Background: an optimization exercise with open tools, aiming at small area. Do not read the settings as production practice.
In this exercise RTL edits were held to simulation tests only and were not proved equivalent to the original.

Setup of indigo:
// complex_sinusoid_ddfs
module complex_sinusoid_ddfs#(parameter ROM_DEPTH = 2048, ROM_WIDTH = 16)
(
        input wire                           i_clk,
        input wire                           i_rst,
        input wire        [31:0]             i_freq_control,
        input wire        [1:0]              i_invert_out,
        output reg signed [ROM_WIDTH-1:0]    o_real,
        output reg signed [ROM_WIDTH-1:0]    o_imag
);
    reg  [31:0] accumulator;
    wire [31:0] acc_s0, acc_c;
    ddfs_ha u_acc0 (.a(accumulator[0]), .b(i_freq_control[0]), .s(acc_s0[0]), .co(acc_c[0]));
    ddfs_fa u_acc1 (.a(accumulator[1]), .b(i_freq_control[1]), .c(acc_c[0]), .s(acc_s0[1]), .co(acc_c[1]));
    ddfs_fa u_acc2 (.a(accumulator[2]), .b(i_freq_control[2]), .c(acc_c[1]), .s(acc_s0[2]), .co(acc_c[2]));
    ddfs_fa u_acc3 (.a(accumulator[3]), .b(i_freq_control[3]), .c(acc_c[2]), .s(acc_s0[3]), .co(acc_c[3]));
  ...
Size: ~1,500 cells after synthesis, about 64 flip-flops, ~68 I/O pins, roughly 12,000 µm² of cells after synthesis.
Settings: LEC_CHECK=0, ABC_AREA=1, CAP_MARGIN=20, CORE_MARGIN=2, CORE_UTILIZATION=40, CTS_BUF_LIST=sky130_fd_sc_hd__clkbuf_8, GPL_TIMING_DRIVEN=0, PLACE_DENSITY=0.6, SLEW_MARGIN=20, SYNTH_HIERARCHICAL=1; clock period 10.0 ns.
standard.sh (not shown) runs the stock make flow with config.mk's settings and CLKGATE_MAP_FILE= SYNTH_SCRIPT=/design/flow/synth_recipe.tcl, a recipe that flattens the netlist after the stock synthesis.
==> flow/flow/run.sh <==
#!/bin/bash
# Layout flow: the standard flow (standard.sh, the ORFS make targets up to
# finish) with these changes:
#  - synthesis runs flow/synth.tcl, which sources synth_recipe.tcl unchanged but
#    has ABC map with flow/abc.script (area-oriented);
#  - the port buffers are sky130_fd_sc_hd__buf_1 cells;
#  - clock tree synthesis uses clkbuf_8 buffers and no dummy loads;
#  - after global routing, gates off the critical paths are downsized
#    (RECOVER_POWER, repair_timing -recover_power).
# make's full output goes to flow_make.log here; ORFS keeps each step's log
# under orfs/logs.
set -euo pipefail
export FLOW_SYNTH_TCL=$PWD/synth_recipe.tcl
export CUSTOM_ABC_SCRIPT=$PWD/flow/abc.script
bash standard.sh "SYNTH_SCRIPT=$PWD/flow/synth.tcl" \
  "BUFFER_PORTS_ARGS=-buffer_cell sky130_fd_sc_hd__buf_1" \
  "CTS_ARGS=-sink_clustering_enable -repair_clock_nets -buf_list sky130_fd_sc_hd__clkbuf_8 -dont_use_dummy_load" \
  "RECOVER_POWER=100" \
  finish > flow_make.log 2>&1
==> flow/flow/abc.script <==
strash
ifraig
dc2
dch -f
map -a
==> flow/flow/synth.tcl <==
# The standard flow's own synthesis script (synth_recipe.tcl, sourced unchanged), except
# that ABC maps every module with flow/abc.script (area-oriented) instead of
# ORFS's abc_area.script.
proc abc {args} {
  set i [lsearch -exact $args -script]
  lset args [expr { $i + 1 }] $::env(CUSTOM_ABC_SCRIPT)
  yosys abc {*}$args
}
source $::env(FLOW_SYNTH_TCL)
Both conditions hold for indigo: the flow ran to the end and the final layout passed the timing, design-rule and antenna checks.
--- input diff indigo..tundra ---
# indigo
export LEC_CHECK = 0
export ABC_AREA = 1
export CAP_MARGIN = 20
export CORE_MARGIN = 2
export CORE_UTILIZATION = 40
export CTS_BUF_LIST = sky130_fd_sc_hd__clkbuf_8
export GPL_TIMING_DRIVEN = 0
export PLACE_DENSITY = 0.6
export SLEW_MARGIN = 20
export SYNTH_HIERARCHICAL = 1
create_clock -name core_clock -period 10.0 [get_ports {i_clk}]
# tundra
export LEC_CHECK = 0
export ABC_AREA = 1
export CAP_MARGIN = 20
export CORE_MARGIN = 2
export CORE_UTILIZATION = 50
export CTS_BUF_LIST = sky130_fd_sc_hd__clkbuf_8
export GPL_TIMING_DRIVEN = 0
export PLACE_DENSITY = 0.65
export SLEW_MARGIN = 20
export SYNTH_HIERARCHICAL = 1
create_clock -name core_clock -period 10.0 [get_ports {i_clk}]
==> flow/flow/run.sh <==
#!/bin/bash
# Layout flow: the standard flow (standard.sh, the ORFS make targets up to
# finish) with these changes:
#  - synthesis runs flow/synth.tcl, which sources synth_recipe.tcl unchanged but
#    has ABC map with flow/abc.script (area-oriented);
#  - the port buffers are sky130_fd_sc_hd__buf_1 cells;
#  - clock tree synthesis uses clkbuf_8 buffers and no dummy loads.
# make's full output goes to flow_make.log here; ORFS keeps each step's log
# under orfs/logs.
set -euo pipefail
export FLOW_SYNTH_TCL=$PWD/synth_recipe.tcl
export CUSTOM_ABC_SCRIPT=$PWD/flow/abc.script
bash standard.sh "SYNTH_SCRIPT=$PWD/flow/synth.tcl" \
  "BUFFER_PORTS_ARGS=-buffer_cell sky130_fd_sc_hd__buf_1" \
  "CTS_ARGS=-sink_clustering_enable -repair_clock_nets -buf_list sky130_fd_sc_hd__clkbuf_8 -dont_use_dummy_load" \
  finish > flow_make.log 2>&1
Of tundra and indigo, it is tundra that has the lower final non-filler cell total.
Setup slack after layout in tundra is 0.030 ns lower than in indigo
Against indigo, tundra comes in 0.30% lower on highest clock rate.
Met3 usage in global routing, indigo and tundra: higher on tundra
Between indigo and tundra, the required arrival time at the worst endpoint figures differ only marginally.
Going from indigo to tundra, the cell area after placement was found to have gone down by about 0.6%.
Taking indigo as the reference point, the wire length the detailed router placed on met1 of tundra rises by 3.2%.
When tundra is measured against indigo, its global-route usage turns out 8.3 points higher.
On design area, tundra tracks indigo almost exactly.
Changes observed in tundra relative to indigo: ratio of final minimum period to clock period went up; critical path depth increased by 13 relative to the old numbers.
--- input diff tundra..fjord ---
# tundra
export LEC_CHECK = 0
export ABC_AREA = 1
export CAP_MARGIN = 20
export CORE_MARGIN = 2
export CORE_UTILIZATION = 50
export CTS_BUF_LIST = sky130_fd_sc_hd__clkbuf_8
export GPL_TIMING_DRIVEN = 0
export PLACE_DENSITY = 0.65
export SLEW_MARGIN = 20
export SYNTH_HIERARCHICAL = 1
create_clock -name core_clock -period 10.0 [get_ports {i_clk}]
# fjord
export LEC_CHECK = 0
export ABC_AREA = 1
export CAP_MARGIN = 5
export CORE_MARGIN = 2
export CORE_UTILIZATION = 40
export CTS_BUF_LIST = sky130_fd_sc_hd__clkbuf_8
export GPL_TIMING_DRIVEN = 0
export PLACE_DENSITY = 0.6
export SLEW_MARGIN = 5
export SYNTH_HIERARCHICAL = 1
create_clock -name core_clock -period 10.0 [get_ports {i_clk}]
### Flow results
No stage failed in fjord, and the final checks on the layout all came back clean.
No stage failed in tundra, and the final checks on the layout all came back clean.
Looking at highest-delay cell along the critical path, the a311oi_1 result is from fjord; the fa_1 one comes from tundra.
Of the two values seen for last element of the critical path, accumulator[31] was produced by tundra and o_imag[11] by fjord.
[compare] base=tundra new=fjord: estimated wirelength of the detail-placed design now sits lower, data-path buffer share of cell area in the final layout now sits lower, fraction of met3 tracks used by global routing now sits lower.
Of the two values seen for category of the critical setup timing path, flop to flop was produced by fjord and input pin to flop by tundra.

========
== xenon ==
Another version of the RTL of complex_sinusoid_ddfs (not shown whole).
For scale: ~2000 cells after synthesis, roughly 64 flip-flops, ~68 I/O pins, about 0.014 mm2 of cells after synthesis.
Settings: LEC_CHECK=0, ABC_AREA=1, CAP_MARGIN=20, CORE_MARGIN=2, CORE_UTILIZATION=40, CTS_BUF_LIST=sky130_fd_sc_hd__clkbuf_8, GPL_TIMING_DRIVEN=0, PLACE_DENSITY=0.6, SLEW_MARGIN=20, SYNTH_HIERARCHICAL=1; clock period 10.0 ns.
run.sh (not shown) runs the stock make flow with config.mk's settings and CLKGATE_MAP_FILE= SYNTH_SCRIPT=/design/flow/synth_recipe.tcl, a recipe that flattens the netlist after the stock synthesis.
Stock flow here: none of the scripts above is used.
## Diff of input files: lagoon against xenon
==> flow/flow/run.sh (new file) <==
#!/bin/bash
# Layout flow: the standard flow (standard.sh, the ORFS make targets up to
# finish) with two changes:
#  - synthesis runs flow/synth.tcl, which sources synth_recipe.tcl unchanged but
#    has ABC map with flow/abc.script;
#  - the port buffers are sky130_fd_sc_hd__buf_1 cells.
# make's full output goes to flow_make.log here; ORFS keeps each step's log
# under orfs/logs.
set -euo pipefail
export FLOW_SYNTH_TCL=$PWD/synth_recipe.tcl
export CUSTOM_ABC_SCRIPT=$PWD/flow/abc.script
bash standard.sh "SYNTH_SCRIPT=$PWD/flow/synth.tcl" "BUFFER_PORTS_ARGS=-buffer_cell sky130_fd_sc_hd__buf_1" finish > flow_make.log 2>&1
==> flow/flow/abc.script (new file) <==
strash
dch
map -a
==> flow/flow/synth.tcl (new file) <==
# The standard flow's own synthesis script (synth_recipe.tcl, sourced unchanged), except
# that ABC maps every module with flow/abc.script (area-oriented) instead of
# ORFS's abc_area.script.
proc abc {args} {
  set i [lsearch -exact $args -script]
  lset args [expr { $i + 1 }] $::env(CUSTOM_ABC_SCRIPT)
  yosys abc {*}$args
}
source $::env(FLOW_SYNTH_TCL)
==> flow/standard.sh (new file) <==
#!/bin/bash
# synth_recipe.tcl (not shown) runs the flow's synth.tcl, then flattens the netlist and writes it again
# the make line also repeats each setting of config.mk as NAME=value (left out here)
make -C /OpenROAD-flow-scripts/flow DESIGN_CONFIG=/design/flow/config.mk WORK_HOME=/design/flow/orfs CLKGATE_MAP_FILE= SYNTH_SCRIPT=/design/flow/synth_recipe.tcl "${@:-finish}"
removed: flow/run.sh
## What came out
- Compared with xenon, lagoon improves wire length of the first global-routing pass.
- Between xenon and lagoon, the post-synthesis to final-layout area growth is lower for xenon.
- Comparing xenon with lagoon, the register area came out essentially unchanged.
#### Input delta (onyx over lagoon)
==> flow/flow/run.sh <==
#!/bin/bash
# Layout flow: the standard flow (standard.sh, the ORFS make targets up to
# finish) with two changes:
#  - synthesis runs flow/synth.tcl, which sources synth_recipe.tcl unchanged but
#    maps the coefficient tables (module ddfs_rom) with flow/rom_abc.script;
#  - the port buffers are sky130_fd_sc_hd__buf_1 cells.
# make's full output goes to flow_make.log here; ORFS keeps each step's log
# under orfs/logs.
set -euo pipefail
export FLOW_SYNTH_TCL=$PWD/synth_recipe.tcl
export ROM_ABC_SCRIPT=$PWD/flow/rom_abc.script
bash standard.sh "SYNTH_SCRIPT=$PWD/flow/synth.tcl" "BUFFER_PORTS_ARGS=-buffer_cell sky130_fd_sc_hd__buf_1" finish > flow_make.log 2>&1
==> flow/flow/rom_abc.script (new file) <==
strash
dch
map -a
topo
stime -c
buffer -c
upsize -c
dnsize -c
==> flow/flow/synth.tcl <==
# The standard flow's own synthesis script (synth_recipe.tcl, sourced unchanged), except
# that ABC maps the coefficient tables (module ddfs_rom) with an
# area-oriented script; every other module is mapped as synth_recipe.tcl does.
proc abc {args} {
  set i [lsearch -exact $args -script]
  set rom_args $args
  lset rom_args [expr { $i + 1 }] $::env(ROM_ABC_SCRIPT)
  yosys abc {*}$rom_args ddfs_rom
  yosys abc {*}$args
}
source $::env(FLOW_SYNTH_TCL)
removed: flow/flow/abc.script
==> comparison <==
Between onyx and lagoon, it is onyx whose area growth from synthesis to final layout is lower, by 3.3 points.
Total routed wirelength: higher on onyx
[onyx] compound-gate portion of the synthesized area fell 2.6 points relative to lagoon
Of the two candidates, lagoon has the better final worst hold slack and onyx the worse one.
Area of the die sits higher in onyx than in lagoon.
[inputs] ember vs onyx
==> flow/flow/rom_abc.script <==
strash
dch
map -a
[summary]
- On global router's overall resource usage: ember sits below onyx.
- ember against onyx: number of vias per cell has decreased; sequential cell area fraction in the yosys report has increased.

## port drivers added, routing unchanged
How much do the figures lean on ideal ports? The routed layouts below were timed once more, with nothing changed but the port constraints.
Step 1, drivers: a clkbuf_16 drives i_clk and a buf_2 each remaining input, both assumed.
Step 2 also shifts input and output timing later by t, the mid clock arrival at the registers, as if the neighbouring blocks saw the same clock.
Slacks: ideal / step 1 / step 2; pairs: ideal / step 1.
| run | t (ns) | setup slack, ns | hold slack, ns | clock arrival spread, ns |
|---|---|---|---|---|
| indigo | 0.391 | 0.268 / 0.268 / 0.121 | 0.590 / 0.590 / 0.590 | 0.029 / 0.030 |
| tundra | 0.379 | 0.238 / 0.257 / -0.122 | 0.596 / 0.596 / 0.596 | 0.026 / 0.026 |
| fjord | 0.386 | 0.364 / 0.364 / 0.098 | 0.593 / 0.593 / 0.593 | 0.024 / 0.024 |
| xenon | 0.412 | 0.284 / 0.284 / 0.284 | 0.580 / 0.580 / 0.580 | 0.015 / 0.014 |
| lagoon | 0.447 | 0.415 / 0.415 / 0.103 | 0.594 / 0.594 / 0.594 | 0.032 / 0.032 |
| onyx | 0.454 | 0.284 / 0.284 / 0.284 | 0.568 / 0.568 / 0.568 | 0.033 / 0.033 |
| ember | 0.445 | 0.303 / 0.303 / 0.303 | 0.570 / 0.570 / 0.570 | 0.014 / 0.015 |
Met with ideal ports but missed after step 2: setup timing in tundra. The setup slack of tundra, which loses most, moves by +0.019 ns with the drivers and by -0.360 ns with both steps.
